From an optimization exercise on the open Yosys and OpenROAD flow, aimed at small area, a short achievable clock period and few clock cycles; shortcuts taken in it are not production practice.
Only simulation tests tie the RTL to the original design; equivalence was not proved.

## mult
module mult(input clock, reset, nuke,
            input [63:0] mcand, mplier,
            input start,
            output [63:0] product,
            output done);
  wire one0;
  wire two0;
  wire neg0;
  wire one1;
  wire two1;
  wire neg1;
  wire one2;
  wire two2;
  wire neg2;
  wire one3;
  wire two3;
  wire neg3;
  wire one4;
  wire two4;
  wire neg4;
  wire one5;
  wire two5;
  wire neg5;
  wire one6;
  wire two6;
  wire neg6;
  wire one7;
  wire two7;
  wire neg7;
  wire one8;
  wire two8;
  wire neg8;
  wire one9;
  wire two9;
  wire neg9;
  wire one10;
  wire two10;
  wire neg10;
  wire one11;
  wire two11;
  wire neg11;
  wire one12;
  wire two12;
  wire neg12;
  wire one13;
  wire two13;
  wire neg13;
  wire one14;
  wire two14;
  wire neg14;
  wire one15;
  wire two15;
  wire neg15;
  wire one16;
  wire two16;
  wire neg16;
  wire one17;
  wire two17;
  wire neg17;
  wire one18;
  wire two18;
  wire neg18;
  wire one19;
  wire two19;
  wire neg19;
  wire one20;
  wire two20;
  wire neg20;
  wire one21;
  wire two21;
  wire neg21;
  wire one22;
  wire two22;
  wire neg22;
  wire one23;
  wire two23;
  wire neg23;
  wire one24;
  wire two24;
  wire neg24;
  wire one25;
  wire two25;
  wire neg25;
  wire one26;
  wire two26;
  wire neg26;
  wire one27;
  wire two27;
  wire neg27;
  wire one28;
  wire two28;
  wire neg28;
  wire one29;
  wire two29;
  wire neg29;
  wire one30;
  wire two30;
  wire neg30;
  wire one31;
  wire two31;
  wire neg31;
  wire pp0_0;
  wire pp0_1;
  wire pp0_2;
  wire pp0_3;
  wire pp0_4;
  wire pp0_5;
  wire pp0_6;
  wire pp0_7;
  wire pp0_8;
  wire pp0_9;
  wire pp0_10;
  wire pp0_11;
  wire pp0_12;
  wire pp0_13;
  wire pp0_14;
  wire pp0_15;
  wire pp0_16;
  wire pp0_17;
  wire pp0_18;
  wire pp0_19;
  wire pp0_20;
  wire pp0_21;
  wire pp0_22;
  ...
export LEC_CHECK = 0
export ABC_AREA = 1
export CAP_MARGIN = 20
export CORE_MARGIN = 2
export CORE_UTILIZATION = 55
export SETUP_SLACK_MARGIN = 3.0
export SLEW_MARGIN = 20
export SYNTH_HIERARCHICAL = 1
create_clock -name core_clock -period 7.0 [get_ports {clock}]
run.sh (not shown) runs the stock make flow with config.mk's settings and CLKGATE_MAP_FILE= SYNTH_SCRIPT=/design/flow/synth_recipe.tcl, a recipe that flattens the netlist after the stock synthesis.
The starting point completed with no timing, DRC or antenna violations.
Testbench counts at the start, summed over its fixed seeds: cycles 3,376.
Rerun with:
Settings changed: SETUP_SLACK_MARGIN 3.0 to 2.0.
Wire length falls by roughly a tenth.
Die area stays the same.
Hold slack barely changes.
Register-to-register slack degrades by 0.56 ns.
Sequential cell count stays the same.
Worst setup slack got worse by 0.86 ns.
Final cell count goes down by a few percent.

---

Starting RTL as in the previous note.
==> flow/design.v (excerpt) <==
module mult(input clock, reset, nuke,
            input [63:0] mcand, mplier,
            input start,
            output [63:0] product,
            output done);
==> flow/config.mk <==
export PLATFORM = sky130hd
export DESIGN_NAME = mult
export DESIGN_NICKNAME = mult
export VERILOG_FILES = /design/flow/design.v
export SDC_FILE = /design/flow/constraint.sdc
export NUM_CORES = 4
export LEC_CHECK = 0
export ABC_AREA = 1
export CAP_MARGIN = 20
export CORE_MARGIN = 2
export CORE_UTILIZATION = 60
export SETUP_SLACK_MARGIN = 3.0
export SLEW_MARGIN = 20
export SYNTH_HIERARCHICAL = 1
export BUFFER_PORTS_ARGS = -buffer_cell sky130_fd_sc_hd__buf_2
==> flow/constraint.sdc <==
create_clock -name core_clock -period 7.0 [get_ports {clock}]
set_input_delay 1.4000 -clock core_clock [delete_from_list [all_inputs] [get_ports {clock}]]
set_output_delay 1.4000 -clock core_clock [all_outputs]
set_load 0.01 [all_outputs]
standard.sh (not shown) runs the stock make flow with config.mk's settings and CLKGATE_MAP_FILE= SYNTH_SCRIPT=/design/flow/synth_recipe.tcl, a recipe that flattens the netlist after the stock synthesis.
==> flow/flow/run.sh <==
#!/bin/bash
set -e
for cfg in config.mk "$FLOW_CONFIG"; do
  [ -n "$cfg" ] && [ -f "$cfg" ] || continue
  grep -q '^export BUFFER_PORTS_ARGS' "$cfg" && continue
  echo 'export BUFFER_PORTS_ARGS = -buffer_cell sky130_fd_sc_hd__buf_2' >> "$cfg"
done
bash standard.sh > standard.log 2>&1
The first run finished clean.
Testbench counts at the start, summed over its fixed seeds: cycles 3,376.
Next try:
==> flow/run.sh (new file) <==
#!/bin/bash
# synth_recipe.tcl (not shown) runs the flow's synth.tcl, then flattens the netlist and writes it again
# the make line also repeats each setting of config.mk as NAME=value (left out here)
make -C /OpenROAD-flow-scripts/flow DESIGN_CONFIG=/design/flow/config.mk WORK_HOME=/design/flow/orfs CLKGATE_MAP_FILE= SYNTH_SCRIPT=/design/flow/synth_recipe.tcl finish
Settings changed: BUFFER_PORTS_ARGS -buffer_cell sky130_fd_sc_hd__buf_2 to default, CORE_UTILIZATION 60 to 55, SETUP_SLACK_MARGIN 3.0 to 2.5.
removed: flow/flow/run.sh
removed: flow/standard.sh
The changed run finished clean; setup slack degrades by 0.31 ns; final area shrinks by 1.1%; sequential share of layout area is higher by 0.13 points; synthesized area does not change.
Next try:
==> flow/flow/run.sh (new file) <==
#!/bin/bash
set -e
for cfg in config.mk "$FLOW_CONFIG"; do
  [ -n "$cfg" ] && [ -f "$cfg" ] || continue
  grep -q '^export BUFFER_PORTS_ARGS' "$cfg" && continue
  echo 'export BUFFER_PORTS_ARGS = -buffer_cell sky130_fd_sc_hd__buf_2' >> "$cfg"
done
bash standard.sh > standard.log 2>&1
==> flow/standard.sh (new file) <==
#!/bin/bash
# synth_recipe.tcl (not shown) runs the flow's synth.tcl, then flattens the netlist and writes it again
# the make line also repeats each setting of config.mk as NAME=value (left out here)
make -C /OpenROAD-flow-scripts/flow DESIGN_CONFIG=/design/flow/config.mk WORK_HOME=/design/flow/orfs CLKGATE_MAP_FILE= SYNTH_SCRIPT=/design/flow/synth_recipe.tcl "${@:-finish}"
Settings changed: BUFFER_PORTS_ARGS from default to -buffer_cell sky130_fd_sc_hd__buf_2, CTS_BUF_LIST from default to sky130_fd_sc_hd__clkbuf_4 sky130_fd_sc_hd__clkbuf_8, SETUP_SLACK_MARGIN 2.5 to 3.0.
removed: flow/run.sh
Outcome: The changed run ran to the end with no violations; synthesized cell count does not change; worst hold slack gains 0.015 ns; global-route usage went down by 0.51 points; worst setup slack gains 0.33 ns; first-iteration DRC count went down by about 8%; design area went up by about 1%; routed wire length hardly moves; clock-buffer cell count went up by 51; area after synthesis is unchanged.
Next try:
==> flow/run.sh (new file) <==
#!/bin/bash
# synth_recipe.tcl (not shown) runs the flow's synth.tcl, then flattens the netlist and writes it again
# the make line also repeats each setting of config.mk as NAME=value (left out here)
make -C /OpenROAD-flow-scripts/flow DESIGN_CONFIG=/design/flow/config.mk WORK_HOME=/design/flow/orfs CLKGATE_MAP_FILE= SYNTH_SCRIPT=/design/flow/synth_recipe.tcl finish
Settings changed: BUFFER_PORTS_ARGS -buffer_cell sky130_fd_sc_hd__buf_2 to default, CTS_BUF_LIST sky130_fd_sc_hd__clkbuf_4 sky130_fd_sc_hd__clkbuf_8 to default, SETUP_SLACK_MARGIN 3.0 to 3.5.
removed: flow/flow/run.sh
removed: flow/standard.sh
What happened: This time the run did not get past global routing on GRT-0116. Synthesized cell count does not change. Synthesized area stays the same.

---

Setup of v6:
mult, a different RTL version from the one above (not shown whole).
Size in the first run: about 420 flip-flops, roughly 200 I/O pins, ~53,000 um2 of cells after synthesis.
==> flow/config.mk <==
export PLATFORM = sky130hd
export DESIGN_NAME = mult
export DESIGN_NICKNAME = mult
export VERILOG_FILES = /design/flow/design.v
export SDC_FILE = /design/flow/constraint.sdc
export NUM_CORES = 4
export LEC_CHECK = 0
export ABC_AREA = 1
export CAP_MARGIN = 20
export CORE_MARGIN = 2
export CORE_UTILIZATION = 55
export GPL_ROUTABILITY_DRIVEN = 0
export SETUP_SLACK_MARGIN = 3.0
export SLEW_MARGIN = 20
export SYNTH_HIERARCHICAL = 1
export BUFFER_PORTS_ARGS = -buffer_cell sky130_fd_sc_hd__buf_2
==> flow/constraint.sdc <==
create_clock -name core_clock -period 7.0 [get_ports {clock}]
set_input_delay 1.4000 -clock core_clock [delete_from_list [all_inputs] [get_ports {clock}]]
set_output_delay 1.4000 -clock core_clock [all_outputs]
set_load 0.01 [all_outputs]
==> flow/flow/run.sh <==
#!/bin/bash
set -e
for cfg in config.mk "$FLOW_CONFIG"; do
  [ -n "$cfg" ] && [ -f "$cfg" ] || continue
  grep -q '^export BUFFER_PORTS_ARGS' "$cfg" && continue
  echo 'export BUFFER_PORTS_ARGS = -buffer_cell sky130_fd_sc_hd__buf_2' >> "$cfg"
done
bash standard.sh > standard.log 2>&1
Looking at the reports, v6 completed the entire flow and the layout it produced met the timing, DRC and antenna checks.
Testbench counts of v6, summed over its fixed seeds: cycles 3,376.
For v7, these inputs were changed with respect to v6:
- putting PLACE_DENSITY at 0.68 where nothing was set
- clearing GPL_ROUTABILITY_DRIVEN, which used to be 0
### Flow results
Relative to v6, relative slew slack has decreased by 2.8 points in v7. Compared v7 against v6; clock-pin slew of the registers on the worst-case setup and hold paths within noise. Compared with v6, in v7 overall routing resource usage now sits lower, post-route clock period utilization now sits higher.

---

RTL: one of the versions met above, not the one the previous note started from.
Size in the first run: ~5500 cells after synthesis, roughly 420 flip-flops, roughly 200 I/O pins.
==> flow/config.mk <==
export PLATFORM = sky130hd
export DESIGN_NAME = mult
export DESIGN_NICKNAME = mult
export VERILOG_FILES = /design/flow/design.v
export SDC_FILE = /design/flow/constraint.sdc
export NUM_CORES = 4
export LEC_CHECK = 0
export ABC_AREA = 1
export CAP_MARGIN = 20
export CORE_MARGIN = 2
export CORE_UTILIZATION = 55
export GPL_ROUTABILITY_DRIVEN = 0
export SETUP_SLACK_MARGIN = 3.0
export SLEW_MARGIN = 20
export SYNTH_HIERARCHICAL = 1
export BUFFER_PORTS_ARGS = -buffer_cell sky130_fd_sc_hd__buf_2
==> flow/constraint.sdc <==
create_clock -name core_clock -period 7.0 [get_ports {clock}]
set_input_delay 1.4000 -clock core_clock [delete_from_list [all_inputs] [get_ports {clock}]]
set_output_delay 1.4000 -clock core_clock [all_outputs]
set_load 0.01 [all_outputs]
Scripts as last shown in full above: flow/flow/run.sh
Testbench counts at the start, summed over its fixed seeds: cycles 3,376.
==> next run, changes <==
GPL_ROUTABILITY_DRIVEN = unset   (was 0)
Result: The changed run went through all stages and came out clean. Cell count went down by 0.33%. First-iteration DRC count drops by 1.9%. Cell area is about the same. Routed wire length is higher by 1.4%. Register-to-register slack got worse by 0.06 ns.

what the ideal ports hide:
In the flow no input, the clock included, has a driving cell. The finished layouts below were timed again as built, in two steps. Step 1 (the two cells are an assumption about what drives the block):
set clk [get_ports {clock}]
set_driving_cell -lib_cell sky130_fd_sc_hd__clkbuf_16 $clk
set_driving_cell -lib_cell sky130_fd_sc_hd__buf_2 [delete_from_list [all_inputs] $clk]
Step 2 adds t to the input delays and takes it off the output delays; t is the mean of the earliest and latest rising clock arrival at the registers after step 1. Input paths then give back, and output paths get back, about the clock's delay inside the block. a / b / c = ideal ports / drivers / drivers and shift; a / b = the first two.
| run | t, ns | slack for setup (ns) | worst hold slack (ns) | worst setup path after step 2 | worst data-port slew with drivers (ns) |
|---|---|---|---|---|---|
| the first run of note 1 | 0.778 | 2.771 / 2.771 / 2.092 | 0.440 / 0.440 / 0.440 | input to register | 0.16 |
| the second run of note 1 | 0.760 | 1.909 / 1.846 / 1.086 | 0.442 / 0.442 / 0.442 | input to register | 0.19 |
| the first run of note 2 | 0.722 | 2.787 / 2.787 / 2.204 | 0.451 / 0.451 / 0.451 | input to register | 0.20 |
| the second run of note 2 | 0.766 | 2.473 / 2.463 / 1.696 | 0.441 / 0.441 / 0.441 | input to register | 0.14 |
| the third run of note 2 | 0.824 | 2.803 / 2.803 / 2.138 | 0.456 / 0.456 / 0.456 | input to register | 0.09 |
| v6 | 0.728 | 2.865 / 2.865 / 2.225 | 0.433 / 0.433 / 0.433 | input to register | 0.15 |
| v7 | 0.738 | 2.853 / 2.853 / 2.231 | 0.453 / 0.453 / 0.453 | input to register | 0.10 |
| the first run of note 4 | 0.754 | 2.870 / 2.870 / 2.218 | 0.450 / 0.450 / 0.450 | input to register | 0.12 |
| the second run of note 4 | 0.756 | 2.814 / 2.814 / 2.186 | 0.458 / 0.458 / 0.458 | input to register | 0.10 |
After both steps setup and hold are still met in every run listed. For the second run of note 1, which loses most, drivers alone change the setup slack by -0.063 ns; drivers and shift together by -0.823 ns.
